Context: an optimization exercise on an open-source flow, tuned for small area. The choices shown serve that exercise and are no tape-out recipe.
Only simulation tests tie the RTL to the original design; equivalence was not proved.

==> inputs of fjord <==
Design packet_data, start of the top module:
module packet_data #(
    parameter data_width = 8,
    parameter depth = 32
)(
    input wire clk,
    input wire rst,
    input wire [data_width-1:0] s_axis_data,  
    input wire s_axis_valid,
    output reg s_axis_ready,
    input wire s_axis_last,
    input wire [data_width + data_width - 1 : 0] packet_config,
    output reg [data_width-1 : 0] m_axis_data,
    output reg m_axis_valid,
    input wire m_axis_ready,
    output reg m_axis_last,
    output  full,
    output  empty
);
    reg [data_width-1:0] mem_1 [depth-1:0];
    reg [data_width-1:0] mem_2 [depth-1:0];
    reg mem_3 [depth-1:0];
    reg [data_width-1:0] wr_ptr;
    reg [data_width-1:0] rd_ptr;
    reg [data_width:0] wr_ptr2;
    reg m_tvalid;
    assign full = (wr_ptr == depth)?1:0;
    assign empty = (wr_ptr == 0)?1:0;
    wire [data_width-1:0] k;
    wire [data_width-1:0] len;
    assign {k,len} = packet_config ;
    wire [data_width-1:0] result;
    reg [data_width - 1:0] pipe1, pipe2, pipe3;
  ...
==> module packet_data, before the edit <==
module packet_data #(
    parameter data_width = 8,
    parameter depth = 32
)(
    input wire clk,
    input wire rst,
    input wire [data_width-1:0] s_axis_data,  
    input wire s_axis_valid,
    output reg s_axis_ready,
    input wire s_axis_last,
    input wire [data_width + data_width - 1 : 0] packet_config,
    output reg [data_width-1 : 0] m_axis_data,
    output reg m_axis_valid,
    input wire m_axis_ready,
    output reg m_axis_last,
    output  full,
    output  empty
);
    reg [data_width-1:0] mem_1 [depth-1:0];
    reg [data_width-1:0] mem_2 [depth-1:0];
    reg mem_3 [depth-1:0];
    reg [data_width-1:0] wr_ptr;
    reg [data_width-1:0] rd_ptr;
    reg [data_width:0] wr_ptr2;
    reg m_tvalid;
    assign full = (wr_ptr == depth)?1:0;
    assign empty = (wr_ptr == 0)?1:0;
    wire [data_width-1:0] k;
    wire [data_width-1:0] len;
    assign {k,len} = packet_config ;
    wire [data_width-1:0] result;
    reg [data_width - 1:0] pipe1, pipe2, pipe3;
    integer i;
     always@(posedge clk) begin
       if(rst) begin
         s_axis_ready <= 0;
       end else begin
         s_axis_ready <= 1;
       end
     end
    always @(posedge clk) begin
        if (rst) begin
             wr_ptr <= 0;
             m_tvalid <= 0;
             for(i = 0; i < depth; i = i + 1)
             begin
               mem_1[i] <= 0;
               mem_2[i] <= 0;
               mem_3[i] <= 0;
             end
        end else begin
            if (s_axis_valid && s_axis_ready && ~full) begin
                mem_1[wr_ptr] <= s_axis_data;
                mem_3[wr_ptr] <= s_axis_last;  
                m_tvalid <= s_axis_valid;  
               if (wr_ptr > len - 1 - k) begin
                  mem_2[wr_ptr2] <= s_axis_data;
                  wr_ptr2 <= wr_ptr2 + 1;
                   pipe1 <= result;
                   pipe2 <= pipe1;
                   pipe3 <= pipe2;
                end else begin
                    wr_ptr2 <= 0;
                end
                wr_ptr <= wr_ptr + 1;
            end
            if (s_axis_last) begin
                wr_ptr <= 0;
                m_tvalid <= 0;
            end
        end
    end
    always @(posedge clk ) begin
        if (rst) begin
            m_axis_data <= 8'd0;
            m_axis_valid <= 0;
            m_axis_last <= 0;
            rd_ptr <= 0;
        end else begin
            if (m_axis_ready && ~empty) begin
                if (rd_ptr < depth) begin
                m_axis_data <=   result;
                m_axis_valid <=  1'b1;                
                m_axis_last <= mem_3[rd_ptr];
                rd_ptr <= rd_ptr + 1;
                if (rd_ptr == len - 1) begin               
                    rd_ptr <= 0;
                end
            end else begin
                m_axis_valid <= 0;
                m_axis_data  <= 0;
            end
        end
    end
 end
  assign result = mem_1[rd_ptr] + mem_2[rd_ptr];
endmodule
export LEC_CHECK = 0
export CAP_MARGIN = 20
export CORE_MARGIN = 2
export CORE_UTILIZATION = 40
export SLEW_MARGIN = 20
create_clock -name core_clock -period 10.0 [get_ports {clk}]
run.sh (not shown) runs the stock make flow with config.mk's settings and CLKGATE_MAP_FILE= SYNTH_SCRIPT=/design/flow/synth_recipe.tcl, a recipe that flattens the netlist after the stock synthesis.
==> quartz: changes against fjord <==
==> flow/design.v (replaced) <==
`timescale 1ns / 1ps
module packet_data #(
    parameter data_width = 8,
    parameter depth = 32
)(
    input wire clk,
    input wire rst,
    input wire [data_width-1:0] s_axis_data,
    input wire s_axis_valid,
    output reg s_axis_ready,
    input wire s_axis_last,
    input wire [data_width + data_width - 1 : 0] packet_config,
    output reg [data_width-1 : 0] m_axis_data,
    output reg m_axis_valid,
    input wire m_axis_ready,
    output reg m_axis_last,
    output  full,
    output  empty
);
    wire [7:0] k   = packet_config[15:8];
    wire [7:0] len = packet_config[7:0];
    reg [7:0] mem_1 [0:31];
    reg [7:0] mem_2 [0:30];
    reg       mem_3 [0:31];
    reg [5:0] wr_ptr;
    reg [4:0] wr_ptr2;
    reg [5:0] rd_ptr;
    assign full  = wr_ptr[5];
    assign empty = (wr_ptr == 6'd0);
    wire beat = s_axis_valid & s_axis_ready & ~wr_ptr[5];
    wire [8:0] t = {1'b0, len} + {1'b0, ~k};
    wire hit = t[8] & (t[7:5] == 3'd0) & (wr_ptr[4:0] > t[4:0]);
    always @(posedge clk) begin
        s_axis_ready <= ~rst;
    end
    always @(posedge clk) begin
        if (rst) begin
            wr_ptr <= 6'd0;
        end else if (s_axis_last) begin
            wr_ptr <= 6'd0;
        end else if (beat) begin
            wr_ptr <= wr_ptr + 6'd1;
        end
    end
    always @(posedge clk) begin
        if (!rst && beat) begin
            if (hit) wr_ptr2 <= wr_ptr2 + 5'd1;
            else     wr_ptr2 <= 5'd0;
        end
    end
    wire [7:0] wdata = rst ? 8'd0 : s_axis_data;
    wire       wlast = ~rst & s_axis_last;
    genvar g;
    generate
        for (g = 0; g < 32; g = g + 1) begin : w1
            always @(posedge clk) begin
                if (rst | (beat & (wr_ptr[4:0] == g))) begin
                    mem_1[g] <= wdata;
                    mem_3[g] <= wlast;
                end
            end
        end
        for (g = 0; g < 31; g = g + 1) begin : w2
            always @(posedge clk) begin
                if (rst | (beat & hit & (wr_ptr2 == g))) begin
                    mem_2[g] <= wdata;
                end
            end
        end
    endgenerate
    wire [4:0] ra = rd_ptr[4:0];
    reg [7:0] rd1, rd2;
    reg       rd3;
    integer i;
    always @(*) begin
        rd1 = 8'd0;
        rd2 = 8'd0;
        rd3 = 1'b0;
        for (i = 0; i < 32; i = i + 1) begin
            rd1 = rd1 | (mem_1[i] & {8{ra == i}});
            rd3 = rd3 | (mem_3[i] & (ra == i));
        end
        for (i = 0; i < 31; i = i + 1) begin
            rd2 = rd2 | (mem_2[i] & {8{ra == i}});
        end
    end
    wire [5:0] rd_inc = rd_ptr + 6'd1;
    always @(posedge clk) begin
        if (rst) begin
            m_axis_data  <= 8'd0;
            m_axis_valid <= 1'b0;
            m_axis_last  <= 1'b0;
            rd_ptr       <= 6'd0;
        end else if (m_axis_ready && !empty) begin
            if (!rd_ptr[5]) begin
                m_axis_data  <= rd1 + rd2;
                m_axis_valid <= 1'b1;
                m_axis_last  <= rd3;
                rd_ptr       <= (len == {2'b00, rd_inc}) ? 6'd0 : rd_inc;
            end else begin
                m_axis_valid <= 1'b0;
                m_axis_data  <= 8'd0;
            end
        end
    end
endmodule
==> flow_summary.json <==
{
  "run_status": "timing/DRC/antenna clean",
  "tightest_slew_ns": 1.14,
  "synth-compound-area-share_pct": 11.7,
  "placeableCoreArea_um2": 56300,
  "synth.top_cells.by_area": "edfxtp_1 72%, a22oi_1 3.2%, ha_1 2.0%, dfxtp_1 2.0%, a221oi_1 1.6%",
  "routed_via_count": 15200,
  "post_synth.cell_area_avg_um2": 15.7,
  "multiInputGateArea_um2": 5770,
  "grt_pass1_wl_mm": 113,
  "detail_route.first_pass.iterations": 6,
  "grt.met2_usage_pct": 40.0,
  "placedCellCount": 2229,
  "critPathSlowestCell": "o41ai_2",
  "route.layer.met1.wl_mm": 31.3
}
That was quartz.
==> flow_summary.json <==
{
  "synth.top_cells.by_area": "edfxtp_1 58%, mux4_2 12%, and2_1 6.4%, nor4_1 2.9%, dfxtp_1 2.2%",
  "sh_seq_area_pct": 53.9,
  "grt.met2_usage_pct": 34.3,
  "placeableCoreArea_um2": 70300,
  "post_synth_instance_area_um2": 28500,
  "detail_route.first_pass.iterations": 5,
  "max_freq_ghz": 0.136,
  "post-place-ws_ns": 2.13,
  "post_synth_top_area_cell": "edfxtp_1",
  "critPathSlowestCell": "nor4_1",
  "tightest_slew_ns": 1.18,
  "max_stage_delay_ns": 0.76,
  "run_status": "timing/DRC/antenna clean",
  "routed_via_count": 18100,
  "synth-compound-area-share_pct": 2.23
}
That was fjord.

-- what the ideal ports hide --
Ports are ideal in the flow. The routed layouts listed here were re-timed in OpenROAD. Step 1 (the two cells are an assumption about what drives the block):
set clk [get_ports {clk}]
set_driving_cell -lib_cell sky130_fd_sc_hd__clkbuf_16 $clk
set_driving_cell -lib_cell sky130_fd_sc_hd__buf_2 [delete_from_list [all_inputs] $clk]
Step 2 adds t to the input delays and takes it off the output delays; t is the mean of the earliest and latest rising clock arrival at the registers after step 1. Input paths then give back, and output paths get back, about the clock's delay inside the block. a / b / c = ideal / step 1 / step 2; a / b = the first two.
run	t, ns	setup WS [ns]	worst hold slack (ns)	worst register clock-pin slew, ns	worst data-port slew with drivers (ns)
fjord	0.689	2.647 / 2.688 / 1.999	0.513 / 0.513 / 0.513	0.07 / 0.07	0.04
quartz	0.676	4.224 / 4.232 / 3.586	0.456 / 0.456 / 0.456	0.07 / 0.07	0.05
After both steps setup and hold are still met in every run listed. The setup slack of fjord, which loses most, moves by +0.041 ns with the drivers and by -0.648 ns with both steps.
